From an optimization exercise on the open Yosys and OpenROAD flow, aimed at small area and a short achievable clock period; shortcuts taken in it are not production practice.
Power and IR drop assume default switching activity.

==> flow/design.v (excerpt) <==
module cim_mac_tree (
    input         clk,
    input         rst_n,
    input         mac_en,
    input  [7:0]  col_mux,
    input  [15:0] data_in,
    input  [7:0]  bank0,  bank1,  bank2,  bank3,
                  bank4,  bank5,  bank6,  bank7,
                  bank8,  bank9,  bank10, bank11,
                  bank12, bank13, bank14, bank15,
    output reg [11:0] sum
);
    wire [15:0] en  = data_in & {16{mac_en}};
    wire [7:0]  col = col_mux & {8{~mac_en}};
    wire g0_0 = ~((bank0[0] & en[0]) | (|(bank0 & col)));
    wire g0_1 = ~(bank0[1] & en[0]);
    wire g0_2 = ~(bank0[2] & en[0]);
    wire g0_3 = ~(bank0[3] & en[0]);
    wire g0_4 = ~(bank0[4] & en[0]);
    wire g0_5 = ~(bank0[5] & en[0]);
    wire g0_6 = ~(bank0[6] & en[0]);
    wire g0_7 = ~(bank0[7] & en[0]);
    wire g1_0 = ~((bank1[0] & en[1]) | (|(bank1 & col)));
    wire g1_1 = ~(bank1[1] & en[1]);
    wire g1_2 = ~(bank1[2] & en[1]);
    wire g1_3 = ~(bank1[3] & en[1]);
    wire g1_4 = ~(bank1[4] & en[1]);
    wire g1_5 = ~(bank1[5] & en[1]);
    wire g1_6 = ~(bank1[6] & en[1]);
    wire g1_7 = ~(bank1[7] & en[1]);
    wire g2_0 = ~((bank2[0] & en[2]) | (|(bank2 & col)));
    wire g2_1 = ~(bank2[1] & en[2]);
    wire g2_2 = ~(bank2[2] & en[2]);
    wire g2_3 = ~(bank2[3] & en[2]);
    wire g2_4 = ~(bank2[4] & en[2]);
    wire g2_5 = ~(bank2[5] & en[2]);
    wire g2_6 = ~(bank2[6] & en[2]);
    wire g2_7 = ~(bank2[7] & en[2]);
    wire g3_0 = ~((bank3[0] & en[3]) | (|(bank3 & col)));
    wire g3_1 = ~(bank3[1] & en[3]);
    wire g3_2 = ~(bank3[2] & en[3]);
    wire g3_3 = ~(bank3[3] & en[3]);
    wire g3_4 = ~(bank3[4] & en[3]);
    wire g3_5 = ~(bank3[5] & en[3]);
    wire g3_6 = ~(bank3[6] & en[3]);
  ...
Size in the first run: roughly 62 flip-flops, about 170 I/O pins, ~5400 um2 of cells after synthesis.
export LEC_CHECK = 0
export CAP_MARGIN = 20
export CORE_MARGIN = 2
export CORE_UTILIZATION = 60
export CTS_BUF_LIST = sky130_fd_sc_hd__clkbuf_4 sky130_fd_sc_hd__clkbuf_8
export SETUP_SLACK_MARGIN = 4.5
export SLEW_MARGIN = 20
export SYNTH_HIERARCHICAL = 1
create_clock -name core_clock -period 8.0 [get_ports {clk}]
standard.sh (not shown) runs the stock make flow with config.mk's settings and CLKGATE_MAP_FILE= SYNTH_SCRIPT=/design/flow/synth_recipe.tcl, a recipe that flattens the netlist after the stock synthesis.
==> flow/flow/run.sh <==
#!/bin/bash
# The standard layout (the standard.sh, unchanged synthesis), with the
# port buffers made of the smallest buffer instead of the default choice.
set -o pipefail
export BUFFER_PORTS_ARGS="-buffer_cell sky130_fd_sc_hd__buf_1"
bash standard.sh finish > standard_flow.log 2>&1
The starting point completed with no timing, DRC or antenna violations.
Then changed:
--- a/flow/design.v
+++ b/flow/design.v
@@ -10,23 +10,23 @@
 endmodule
 module cim_mac_tree (
     input         clk,
     input         rst_n,
     input         mac_en,
     input  [7:0]  col_mux,
     input  [15:0] data_in,
     input  [7:0]  bank0,  bank1,  bank2,  bank3,
                   bank4,  bank5,  bank6,  bank7,
                   bank8,  bank9,  bank10, bank11,
                   bank12, bank13, bank14, bank15,
-    output reg [11:0] sum
+    output [11:0] sum
 );
     wire [15:0] en  = data_in & {16{mac_en}};
     wire [7:0]  col = col_mux & {8{~mac_en}};
     wire g0_0 = ~((bank0[0] & en[0]) | (|(bank0 & col)));
     wire g0_1 = ~(bank0[1] & en[0]);
     wire g0_2 = ~(bank0[2] & en[0]);
     wire g0_3 = ~(bank0[3] & en[0]);
     wire g0_4 = ~(bank0[4] & en[0]);
     wire g0_5 = ~(bank0[5] & en[0]);
     wire g0_6 = ~(bank0[6] & en[0]);
     wire g0_7 = ~(bank0[7] & en[0]);
@@ -371,22 +371,29 @@
     adder_1bit u_s205 (.a(s161), .b(c186), .cin(s187), .sum(s205), .cout(c206));
     adder_1bit u_s207 (.a(s165), .b(c188), .cin(s189), .sum(s207), .cout(c208));
     adder_1bit u_s209 (.a(s169), .b(c190), .cin(s191), .sum(s209), .cout(c210));
     adder_1bit u_s211 (.a(s173), .b(c192), .cin(s193), .sum(s211), .cout(c212));
     adder_1bit u_s213 (.a(s177), .b(c194), .cin(s195), .sum(s213), .cout(c214));
     adder_1bit u_s215 (.a(s181), .b(c196), .cin(s197), .sum(s215), .cout(c216));
     adder_1bit u_s217 (.a(s183), .b(c198), .cin(s199), .sum(s217), .cout(c218));
     adder_1bit u_s219 (.a(c184), .b(s201), .cin(c200), .sum(s219), .cout(c220));
     wire [11:0] rowA = {1'b1, c202, c218, c216, c214, c212, c210, c208, c206, c204, s185, r1[0]};
     wire [11:0] rowB = {1'b1, c220, s219, s217, s215, s213, s211, s209, s207, s205, s203, r1[1]};
     wire [11:0] tot = ~(rowA + rowB + 12'd1);
-    reg first;
+    reg  [11:0] s2;
+    wire [11:0] s2sum = s2;
+    reg first, valid;
     always @(posedge clk or negedge rst_n) begin
-        if (!rst_n) first <= 1'b1;
-        else        first <= 1'b0;
+        if (!rst_n) begin
+            first <= 1'b1;
+            valid <= 1'b0;
+        end else begin
+            first <= 1'b0;
+            valid <= ~first;
+        end
     end
-    always @(posedge clk) r1 <= d1;
-    always @(posedge clk or negedge rst_n) begin
-        if (!rst_n) sum <= 12'd0;
-        else        sum <= first ? 12'd0 : tot;
+    always @(posedge clk) begin
+        r1 <= d1;
+        s2 <= tot;
     end
+    assign sum = s2sum & {12{valid}};
 endmodule
Result:
- die area rose by 3.8%
- combinational power fell by about 5%
- final cell count rose by 5.0%
- non-clock buffer count rose by 3
- wire length rose by 0.47%
- global-route usage stays flat
- power rose by 2.4%
- flip-flop and latch count rose by 1
No run of this note included a check of the RTL's function; only the layout flow was run.

-- re-timing with driven ports --
How much do the figures lean on ideal ports? The routed layouts below were timed once more, with nothing changed but the port constraints. Step 1, drivers: a clkbuf_16 drives clk and a buf_2 each remaining input, both assumed. Step 2 also shifts input and output timing later by t, the mid clock arrival at the registers, as if the neighbouring blocks saw the same clock. Slacks: no drivers / after step 1 / after step 2; pairs: no drivers / after step 1.
run | shift t [ns] | setup WS [ns] | worst hold slack (ns) | worst slew at a driven data input, ns
the first run | 0.372 | 4.433 / 4.433 / 4.132 | 0.624 / 0.624 / 0.624 | 0.06
the second run | 0.380 | 4.533 / 4.529 / 4.149 | 0.441 / 0.441 / 0.441 | 0.04
After both steps every run listed still meets setup and hold. The setup slack of the second run, which loses most, moves by -0.004 ns with the drivers and by -0.384 ns with both steps.
